What follows belongs to an exercise in optimizing a design on an open flow for small area and a short achievable clock period; a production flow would make more cautious choices. Where RTL was checked, it was by simulation tests only, not by an equivalence proof against the original. Power figures rest on the tool's default switching activity, not on a simulated workload.

==> inputs of run M <==
// ALU
module ALU #(parameter Data_Width = 8) (
	input wire [Data_Width-1:0]     A, B,
	input wire [3:0]                ALU_FUN,
	input wire                      CLK, RST,
	input wire                      Enable,
	output reg [(2*Data_Width)-1:0] alu_out,
	output reg                      out_valid
);
==> flow/config.mk <==
export PLATFORM = sky130hd
export DESIGN_NAME = ALU
export DESIGN_NICKNAME = ALU
export VERILOG_FILES = /design/flow/design.v
export SDC_FILE = /design/flow/constraint.sdc
export NUM_CORES = 4
export LEC_CHECK = 0
export CAP_MARGIN = 20
export CORE_MARGIN = 2
export CORE_UTILIZATION = 40
export SLEW_MARGIN = 20
export SYNTH_HIERARCHICAL = 1
export SYNTH_MINIMUM_KEEP_SIZE = 0
==> flow/constraint.sdc <==
create_clock -name core_clock -period 110.0 [get_ports {CLK}]
set_input_delay 22.0000 -clock core_clock [delete_from_list [all_inputs] [get_ports {CLK}]]
set_output_delay 22.0000 -clock core_clock [all_outputs]
set_load 0.01 [all_outputs]
standard.sh (not shown) runs the stock make flow with config.mk's settings and CLKGATE_MAP_FILE= SYNTH_SCRIPT=/design/flow/synth_recipe.tcl, a recipe that flattens the netlist after the stock synthesis.
==> flow/flow/run.sh <==
#!/bin/bash
# Standard ORFS layout with three changes:
#  - after synthesis, every logic cell is swapped to the smallest cell of its family
#    (flow/downsize.tcl); registers keep the cells synthesis gave them
#  - the smallest buffer (buf_1) on every input and output port
#  - after placement, repair_timing with a setup margin (flow/repair.tcl) speeds up the
#    slowest paths again
set -euo pipefail
export RESULTS=$(pwd)/orfs/results/${FLOW_PLATFORM}/ALU/base
export MARGIN=$(cat flow/margin.txt)
bash standard.sh synth > standard_synth.log 2>&1
openroad -no_init -exit flow/downsize.tcl > downsize.log 2>&1
bash standard.sh BUFFER_PORTS_ARGS="-buffer_cell sky130_fd_sc_hd__buf_1" place > standard_place.log 2>&1
openroad -no_init -exit flow/repair.tcl > repair.log 2>&1
bash standard.sh BUFFER_PORTS_ARGS="-buffer_cell sky130_fd_sc_hd__buf_1" finish > standard_finish.log 2>&1
==> flow/flow/margin.txt <==
78
Other scripts of this flow, unchanged in this note and not shown: flow/flow/downsize.tcl, flow/flow/repair.tcl
==> inputs of run P, as changes to run M <==
==> flow/flow/margin.txt (replaced) <==
79
==> impl_metrics.tcl <==
set metrics [dict create \
    outcome "complete, no violations" \
    pwr_density_cell_nw_per_um2 8.916 \
    via_count 3438 \
    fin_crit_ns 30.85 \
    whs_ns 21.70 \
    power_uw 41.88 \
    seq-cell-share 0.09057 \
    setup_ws_ns 79.15 \
    wirelength_met1_mm 4.972 \
    drt_iter0_drc 184 \
]
(the above is from run P)
==> impl_metrics.tcl <==
set metrics [dict create \
    outcome "complete, no violations" \
    die_y_um 106.2 \
    power_uw 41.09 \
    via_count 3465 \
    crit_family "compound AO/OA/AOI/OAI gates" \
    postRouteAntennaNets 0 \
    path_class "in2reg" \
    fin_crit_ns 31.72 \
    whs_ns 21.70 \
    overflow 0 \
    setup_ws_ns 78.28 \
    pwr_density_cell_nw_per_um2 8.970 \
    drt_iter0_drc 173 \
]
(the above is from run M)
No run of this note included a check of the RTL's function; only the layout flow was run.

==> v24: inputs <==
Another version of the RTL of ALU (not shown whole).
Design ALU, start of the top module:
module ALU #(parameter Data_Width = 8) (
	input wire [Data_Width-1:0]     A, B,
	input wire [3:0]                ALU_FUN,
	input wire                      CLK, RST,
	input wire                      Enable,
	output reg [(2*Data_Width)-1:0] alu_out,
	output reg                      out_valid
);
==> flow/config.mk <==
export PLATFORM = sky130hd
export DESIGN_NAME = ALU
export DESIGN_NICKNAME = ALU
export VERILOG_FILES = /design/flow/design.v
export SDC_FILE = /design/flow/constraint.sdc
export NUM_CORES = 4
export LEC_CHECK = 0
export CAP_MARGIN = 20
export CORE_MARGIN = 2
export CORE_UTILIZATION = 40
export SLEW_MARGIN = 20
export SYNTH_HIERARCHICAL = 1
export SYNTH_MINIMUM_KEEP_SIZE = 0
==> flow/constraint.sdc <==
create_clock -name core_clock -period 110.0 [get_ports {CLK}]
set_input_delay 22.0000 -clock core_clock [delete_from_list [all_inputs] [get_ports {CLK}]]
set_output_delay 22.0000 -clock core_clock [all_outputs]
set_load 0.01 [all_outputs]
==> flow/flow/run.sh <==
#!/bin/bash
# Standard ORFS layout with two changes:
#  - after synthesis, every logic cell is swapped to the smallest cell of its family
#    (flow/downsize.tcl); registers keep the cells synthesis gave them
#  - the smallest buffer (buf_1) on every input and output port
set -euo pipefail
bash standard.sh synth > standard_synth.log 2>&1
export RESULTS=$(pwd)/orfs/results/${FLOW_PLATFORM}/ALU/base
KEEP_FANOUT=6 openroad -no_init -exit flow/downsize.tcl > downsize.log 2>&1
bash standard.sh BUFFER_PORTS_ARGS="-buffer_cell sky130_fd_sc_hd__buf_1" finish > standard_finish.log 2>&1
==> flow/flow/downsize.tcl <==
# Swap every non-register cell of the synthesized netlist to the smallest cell of its family
# (same function and pins, lowest drive strength), except cells driving KEEP_FANOUT or
# more loads. Timing has a wide margin at this clock
# period; the resizer's repair_design later fixes any slew or capacitance violation.
read_db $::env(RESULTS)/1_synth.odb
set db [ord::get_db]
set fam [dict create]
foreach lib [$db getLibs] {
  foreach m [$lib getMasters] {
    set n [$m getName]
    if {![regexp {^(sky130_fd_sc_hd__[a-z0-9]+)_([0-9]+)$} $n -> base sz]} { continue }
    if {[string match *lpflow* $n] || [string match *probe* $n]} { continue }
    set a [expr {[$m getWidth] * [$m getHeight]}]
    if {![dict exists $fam $base]} {
      dict set fam $base [list $m $a $sz]
    } else {
      lassign [dict get $fam $base] bm ba bsz
      if {$a < $ba || ($a == $ba && $sz > $bsz)} { dict set fam $base [list $m $a $sz] }
    }
  }
}
set swapped 0
foreach inst [[ord::get_db_block] getInsts] {
  set m [$inst getMaster]
  set n [$m getName]
  if {[$m isSequential]} { continue }
  if {![regexp {^(sky130_fd_sc_hd__[a-z0-9]+)_([0-9]+)$} $n -> base sz]} { continue }
  if {![dict exists $fam $base]} { continue }
  # keep the drive strength synthesis chose for cells driving many loads
  set fo 0
  foreach it [$inst getITerms] {
    if {[$it isOutputSignal] && [$it getNet] ne "NULL"} {
      set fo [expr {max($fo, [llength [[$it getNet] getITerms]] - 1)}]
    }
  }
  if {$fo >= $::env(KEEP_FANOUT)} { continue }
  set best [lindex [dict get $fam $base] 0]
  if {[$best getName] ne $n} {
    if {[$inst swapMaster $best]} { incr swapped }
  }
}
puts "downsize: swapped $swapped instances"
write_db $::env(RESULTS)/1_synth.odb
==> v2: changes against v24 <==
--- a/flow/design.v
+++ b/flow/design.v
@@ -637,20 +637,27 @@
 	wire t12 = e & ((F == 4'h5) | (F == 4'h6) | (F == 4'h8));
 	wire t0  = e & ((F == 4'h6) | (F == 4'h7) | (F == 4'h9));
 	wire [7:0] lo;
 	wire [8:0] ar = {1'b0, A};
 	wire [8:0] al = {A, 1'b0};
+	wire c0 = e & (((F == 4'hA) & eq) | ((F == 4'hC) & ~geq));
+	wire c1 = e & (((F == 4'hB) & geq & ~eq) | ((F == 4'hC) & ~geq));
+	wire [7:0] lr;
+	alu_lorestx u_lr0 (.a(A[0]), .b(B[0]), .s(as[0]), .p(prod[0]), .r(ar[1]), .l(al[0]), .x(c0),
+		.t3(t3), .t12(t12), .t0(t0), .sas(sAS), .smul(sMUL), .sshr(sSHR), .sshl(sSHL), .o(lr[0]));
+	alu_lorestx u_lr1 (.a(A[1]), .b(B[1]), .s(as[1]), .p(prod[1]), .r(ar[2]), .l(al[1]), .x(c1),
+		.t3(t3), .t12(t12), .t0(t0), .sas(sAS), .smul(sMUL), .sshr(sSHR), .sshl(sSHL), .o(lr[1]));
+	generate for (i = 2; i < 8; i = i + 1) begin : g_lr
+		alu_lorest u_lr (.a(A[i]), .b(B[i]), .s(as[i]), .p(prod[i]), .r(ar[i+1]), .l(al[i]),
+			.t3(t3), .t12(t12), .t0(t0), .sas(sAS), .smul(sMUL), .sshr(sSHR), .sshl(sSHL), .o(lr[i]));
+	end endgenerate
 	generate for (i = 0; i < 8; i = i + 1) begin : g_lo
-		alu_lobit u_lo (.a(A[i]), .b(B[i]), .s(as[i]), .p(prod[i]), .q(q[i]), .r(ar[i+1]), .l(al[i]),
-			.t3(t3), .t12(t12), .t0(t0), .sas(sAS), .smul(sMUL), .sdiv(sDIV), .sshr(sSHR), .sshl(sSHL),
-			.o(lo[i]));
+		alu_ao21 u_lo (.a1(q[i]), .a2(sDIV), .b1(lr[i]), .y(lo[i]));
 	end endgenerate
 	wire [7:0] hi = (prod[15:8] & {8{sMUL}}) | {8{sHI}} | {8{sSUB & ~geq}}
 	              | {7'd0, (sADD & geq) | (sSHL & A[7])};
-	wire c0 = e & (((F == 4'hA) & eq) | ((F == 4'hC) & ~geq));
-	wire c1 = e & (((F == 4'hB) & geq & ~eq) | ((F == 4'hC) & ~geq));
-	wire [15:0] res = {hi, lo[7:2], lo[1] | c1, lo[0] | c0};
+	wire [15:0] res = {hi, lo};
 	wire        vld = e & (F != 4'hF);
 	always @(posedge CLK or negedge RST) begin
 		if (!RST) begin
 			alu_out   <= 16'd0;
 			out_valid <= 1'b0;
@@ -690,10 +697,18 @@
 	assign y = ~(a & b);
 endmodule
 module alu_nor2b (input wire a, b_n, output wire y);
 	assign y = ~a & b_n;
 endmodule
-module alu_lobit (input wire a, b, s, p, q, r, l, t3, t12, t0, sas, smul, sdiv, sshr, sshl,
-                  output wire o);
+module alu_lorest (input wire a, b, s, p, r, l, t3, t12, t0, sas, smul, sshr, sshl,
+                   output wire o);
+	wire lu = b ? (a ? t3 : t12) : (a ? t12 : t0);
+	assign o = lu | (s & sas) | (p & smul) | (r & sshr) | (l & sshl);
+endmodule
+module alu_lorestx (input wire a, b, s, p, r, l, x, t3, t12, t0, sas, smul, sshr, sshl,
+                    output wire o);
 	wire lu = b ? (a ? t3 : t12) : (a ? t12 : t0);
-	assign o = lu | (s & sas) | (p & smul) | (q & sdiv) | (r & sshr) | (l & sshl);
+	assign o = lu | (s & sas) | (p & smul) | (r & sshr) | (l & sshl) | x;
+endmodule
+module alu_ao21 (input wire a1, a2, b1, output wire y);
+	assign y = (a1 & a2) | b1;
 endmodule
==> flow/flow/run.sh (replaced) <==
#!/bin/bash
# Standard ORFS layout with three changes:
#  - after synthesis, every logic cell is swapped to the smallest cell of its family
#    (flow/downsize.tcl); registers keep the cells synthesis gave them
#  - the smallest buffer (buf_1) on every input and output port
#  - after placement, repair_timing with a setup margin (flow/repair.tcl) speeds up the
#    slowest paths again
set -euo pipefail
export RESULTS=$(pwd)/orfs/results/${FLOW_PLATFORM}/ALU/base
export MARGIN=$(cat flow/margin.txt)
bash standard.sh synth > standard_synth.log 2>&1
openroad -no_init -exit flow/downsize.tcl > downsize.log 2>&1
bash standard.sh BUFFER_PORTS_ARGS="-buffer_cell sky130_fd_sc_hd__buf_1" place > standard_place.log 2>&1
openroad -no_init -exit flow/repair.tcl > repair.log 2>&1
bash standard.sh BUFFER_PORTS_ARGS="-buffer_cell sky130_fd_sc_hd__buf_1" finish > standard_finish.log 2>&1
--- a/flow/flow/downsize.tcl
+++ b/flow/flow/downsize.tcl
@@ -1,8 +1,7 @@
 # Swap every non-register cell of the synthesized netlist to the smallest cell of its family
-# (same function and pins, lowest drive strength), except cells driving KEEP_FANOUT or
-# more loads. Timing has a wide margin at this clock
+# (same function and pins, lowest drive strength). Timing has a wide margin at this clock
 # period; the resizer's repair_design later fixes any slew or capacitance violation.
 read_db $::env(RESULTS)/1_synth.odb
 set db [ord::get_db]
 set fam [dict create]
 foreach lib [$db getLibs] {
@@ -24,18 +23,10 @@
   set m [$inst getMaster]
   set n [$m getName]
   if {[$m isSequential]} { continue }
   if {![regexp {^(sky130_fd_sc_hd__[a-z0-9]+)_([0-9]+)$} $n -> base sz]} { continue }
   if {![dict exists $fam $base]} { continue }
-  # keep the drive strength synthesis chose for cells driving many loads
-  set fo 0
-  foreach it [$inst getITerms] {
-    if {[$it isOutputSignal] && [$it getNet] ne "NULL"} {
-      set fo [expr {max($fo, [llength [[$it getNet] getITerms]] - 1)}]
-    }
-  }
-  if {$fo >= $::env(KEEP_FANOUT)} { continue }
   set best [lindex [dict get $fam $base] 0]
   if {[$best getName] ne $n} {
     if {[$inst swapMaster $best]} { incr swapped }
   }
 }
==> flow/flow/margin.txt (new file) <==
78
==> flow/flow/repair.tcl (new file) <==
# Tighten the slowest paths: resize/buffer until every path has MARGIN ns of setup slack
# (or no move helps), at the design's own clock and constraints.
read_liberty $::env(FLOW_HOME)/platforms/sky130hd/lib/sky130_fd_sc_hd__tt_025C_1v80.lib
read_db $::env(RESULTS)/3_place.odb
read_sdc $::env(RESULTS)/3_place.sdc
source $::env(FLOW_HOME)/platforms/sky130hd/setRC.tcl
estimate_parasitics -placement
report_wns
report_design_area
repair_timing -setup -setup_margin $::env(MARGIN) -skip_last_gasp -sequence sizeup,swap
report_wns
report_design_area
detailed_place
check_placement
write_db $::env(RESULTS)/3_place.odb
--- a/flow/config.mk
+++ b/flow/config.mk
@@ -5,9 +5,10 @@
 export SDC_FILE = /design/flow/constraint.sdc
 export NUM_CORES = 4
 export LEC_CHECK = 0
 export CAP_MARGIN = 20
 export CORE_MARGIN = 2
-export CORE_UTILIZATION = 40
+export CORE_UTILIZATION = 65
+export PLACE_DENSITY = 0.75
 export SLEW_MARGIN = 20
 export SYNTH_HIERARCHICAL = 1
 export SYNTH_MINIMUM_KEEP_SIZE = 0
==> v39: changes against v24 <==
--- a/flow/design.v
+++ b/flow/design.v
@@ -637,20 +637,27 @@
 	wire t12 = e & ((F == 4'h5) | (F == 4'h6) | (F == 4'h8));
 	wire t0  = e & ((F == 4'h6) | (F == 4'h7) | (F == 4'h9));
 	wire [7:0] lo;
 	wire [8:0] ar = {1'b0, A};
 	wire [8:0] al = {A, 1'b0};
+	wire c0 = e & (((F == 4'hA) & eq) | ((F == 4'hC) & ~geq));
+	wire c1 = e & (((F == 4'hB) & geq & ~eq) | ((F == 4'hC) & ~geq));
+	wire [7:0] lr;
+	alu_lorestx u_lr0 (.a(A[0]), .b(B[0]), .s(as[0]), .p(prod[0]), .r(ar[1]), .l(al[0]), .x(c0),
+		.t3(t3), .t12(t12), .t0(t0), .sas(sAS), .smul(sMUL), .sshr(sSHR), .sshl(sSHL), .o(lr[0]));
+	alu_lorestx u_lr1 (.a(A[1]), .b(B[1]), .s(as[1]), .p(prod[1]), .r(ar[2]), .l(al[1]), .x(c1),
+		.t3(t3), .t12(t12), .t0(t0), .sas(sAS), .smul(sMUL), .sshr(sSHR), .sshl(sSHL), .o(lr[1]));
+	generate for (i = 2; i < 8; i = i + 1) begin : g_lr
+		alu_lorest u_lr (.a(A[i]), .b(B[i]), .s(as[i]), .p(prod[i]), .r(ar[i+1]), .l(al[i]),
+			.t3(t3), .t12(t12), .t0(t0), .sas(sAS), .smul(sMUL), .sshr(sSHR), .sshl(sSHL), .o(lr[i]));
+	end endgenerate
 	generate for (i = 0; i < 8; i = i + 1) begin : g_lo
-		alu_lobit u_lo (.a(A[i]), .b(B[i]), .s(as[i]), .p(prod[i]), .q(q[i]), .r(ar[i+1]), .l(al[i]),
-			.t3(t3), .t12(t12), .t0(t0), .sas(sAS), .smul(sMUL), .sdiv(sDIV), .sshr(sSHR), .sshl(sSHL),
-			.o(lo[i]));
+		alu_ao21 u_lo (.a1(q[i]), .a2(sDIV), .b1(lr[i]), .y(lo[i]));
 	end endgenerate
 	wire [7:0] hi = (prod[15:8] & {8{sMUL}}) | {8{sHI}} | {8{sSUB & ~geq}}
 	              | {7'd0, (sADD & geq) | (sSHL & A[7])};
-	wire c0 = e & (((F == 4'hA) & eq) | ((F == 4'hC) & ~geq));
-	wire c1 = e & (((F == 4'hB) & geq & ~eq) | ((F == 4'hC) & ~geq));
-	wire [15:0] res = {hi, lo[7:2], lo[1] | c1, lo[0] | c0};
+	wire [15:0] res = {hi, lo};
 	wire        vld = e & (F != 4'hF);
 	always @(posedge CLK or negedge RST) begin
 		if (!RST) begin
 			alu_out   <= 16'd0;
 			out_valid <= 1'b0;
@@ -690,10 +697,18 @@
 	assign y = ~(a & b);
 endmodule
 module alu_nor2b (input wire a, b_n, output wire y);
 	assign y = ~a & b_n;
 endmodule
-module alu_lobit (input wire a, b, s, p, q, r, l, t3, t12, t0, sas, smul, sdiv, sshr, sshl,
-                  output wire o);
+module alu_lorest (input wire a, b, s, p, r, l, t3, t12, t0, sas, smul, sshr, sshl,
+                   output wire o);
+	wire lu = b ? (a ? t3 : t12) : (a ? t12 : t0);
+	assign o = lu | (s & sas) | (p & smul) | (r & sshr) | (l & sshl);
+endmodule
+module alu_lorestx (input wire a, b, s, p, r, l, x, t3, t12, t0, sas, smul, sshr, sshl,
+                    output wire o);
 	wire lu = b ? (a ? t3 : t12) : (a ? t12 : t0);
-	assign o = lu | (s & sas) | (p & smul) | (q & sdiv) | (r & sshr) | (l & sshl);
+	assign o = lu | (s & sas) | (p & smul) | (r & sshr) | (l & sshl) | x;
+endmodule
+module alu_ao21 (input wire a1, a2, b1, output wire y);
+	assign y = (a1 & a2) | b1;
 endmodule
==> flow/flow/run.sh (replaced) <==
#!/bin/bash
# Standard ORFS layout with three changes:
#  - after synthesis, every logic cell is swapped to the smallest cell of its family
#    (flow/downsize.tcl); registers keep the cells synthesis gave them
#  - the smallest buffer (buf_1) on every input and output port
#  - after placement, repair_timing with a setup margin (flow/repair.tcl) speeds up the
#    slowest paths again
set -euo pipefail
export RESULTS=$(pwd)/orfs/results/${FLOW_PLATFORM}/ALU/base
export MARGIN=$(cat flow/margin.txt)
bash standard.sh synth > standard_synth.log 2>&1
openroad -no_init -exit flow/downsize.tcl > downsize.log 2>&1
bash standard.sh BUFFER_PORTS_ARGS="-buffer_cell sky130_fd_sc_hd__buf_1" place > standard_place.log 2>&1
openroad -no_init -exit flow/repair.tcl > repair.log 2>&1
bash standard.sh BUFFER_PORTS_ARGS="-buffer_cell sky130_fd_sc_hd__buf_1" finish > standard_finish.log 2>&1
--- a/flow/flow/downsize.tcl
+++ b/flow/flow/downsize.tcl
@@ -1,8 +1,7 @@
 # Swap every non-register cell of the synthesized netlist to the smallest cell of its family
-# (same function and pins, lowest drive strength), except cells driving KEEP_FANOUT or
-# more loads. Timing has a wide margin at this clock
+# (same function and pins, lowest drive strength). Timing has a wide margin at this clock
 # period; the resizer's repair_design later fixes any slew or capacitance violation.
 read_db $::env(RESULTS)/1_synth.odb
 set db [ord::get_db]
 set fam [dict create]
 foreach lib [$db getLibs] {
@@ -24,18 +23,10 @@
   set m [$inst getMaster]
   set n [$m getName]
   if {[$m isSequential]} { continue }
   if {![regexp {^(sky130_fd_sc_hd__[a-z0-9]+)_([0-9]+)$} $n -> base sz]} { continue }
   if {![dict exists $fam $base]} { continue }
-  # keep the drive strength synthesis chose for cells driving many loads
-  set fo 0
-  foreach it [$inst getITerms] {
-    if {[$it isOutputSignal] && [$it getNet] ne "NULL"} {
-      set fo [expr {max($fo, [llength [[$it getNet] getITerms]] - 1)}]
-    }
-  }
-  if {$fo >= $::env(KEEP_FANOUT)} { continue }
   set best [lindex [dict get $fam $base] 0]
   if {[$best getName] ne $n} {
     if {[$inst swapMaster $best]} { incr swapped }
   }
 }
==> flow/flow/margin.txt (new file) <==
77.5
==> flow/flow/repair.tcl (new file) <==
# Tighten the slowest paths: resize/buffer until every path has MARGIN ns of setup slack
# (or no move helps), at the design's own clock and constraints.
read_liberty $::env(FLOW_HOME)/platforms/sky130hd/lib/sky130_fd_sc_hd__tt_025C_1v80.lib
read_db $::env(RESULTS)/3_place.odb
read_sdc $::env(RESULTS)/3_place.sdc
source $::env(FLOW_HOME)/platforms/sky130hd/setRC.tcl
estimate_parasitics -placement
report_wns
report_design_area
repair_timing -setup -setup_margin $::env(MARGIN) -skip_last_gasp -sequence sizeup,swap
report_wns
report_design_area
detailed_place
check_placement
write_db $::env(RESULTS)/3_place.odb
==> notes <==
- Power: v39 < v2 < v24.
- Sequential power: v39 is higher than v24 (about 0.6%).
- Against v39, the worst setup slack of v24 is lower by 0.19 ns.
- In v24 the combinational power is higher than in v39, by about 2%.
- Sequential cell count is the same in v2 and v24.
- v39 finished clean. v2 completed without violations. v24 produced a clean layout.
- Non-clock buffer count: v39 is lower than v24 (7).
- Cell count, highest first: v24, v39, v2.
For v24, only the layout was checked, not whether the RTL still works.

-- re-timing with driven ports --
The results above use ideal ports. As a check the final layouts listed here were re-extracted and re-timed, cells and wires unchanged.
Step 1 assumes that a clkbuf_16 drives the clock port and a buf_2 every other input.
Step 2 times the ports against the registers' clock, not the clock port: input delays grow and output delays shrink by t, the midpoint of the rising clock arrivals with the driver on.
Three values: ideal, step 1, step 2; two values: the first two.
run	t, ns	setup slack, ns	worst setup path after step 2	clock arrival spread, ns	worst register clock-pin slew, ns
run M	0.293	78.283 / 78.294 / 78.001	input to register	0.005 / 0.004	0.08 / 0.08
run P	0.293	79.146 / 79.146 / 78.852	input to register	0.005 / 0.005	0.08 / 0.08
v24	0.292	77.548 / 77.555 / 77.263	input to register	0.012 / 0.012	0.09 / 0.09
v2	0.270	78.074 / 78.075 / 77.805	input to register	0.005 / 0.005	0.07 / 0.07
v39	0.282	77.742 / 77.744 / 77.461	input to register	0.005 / 0.005	0.07 / 0.07
After both steps every run listed still meets setup and hold. For run P, which loses most, drivers alone change the setup slack by 0.000 ns; drivers and shift together by -0.294 ns.
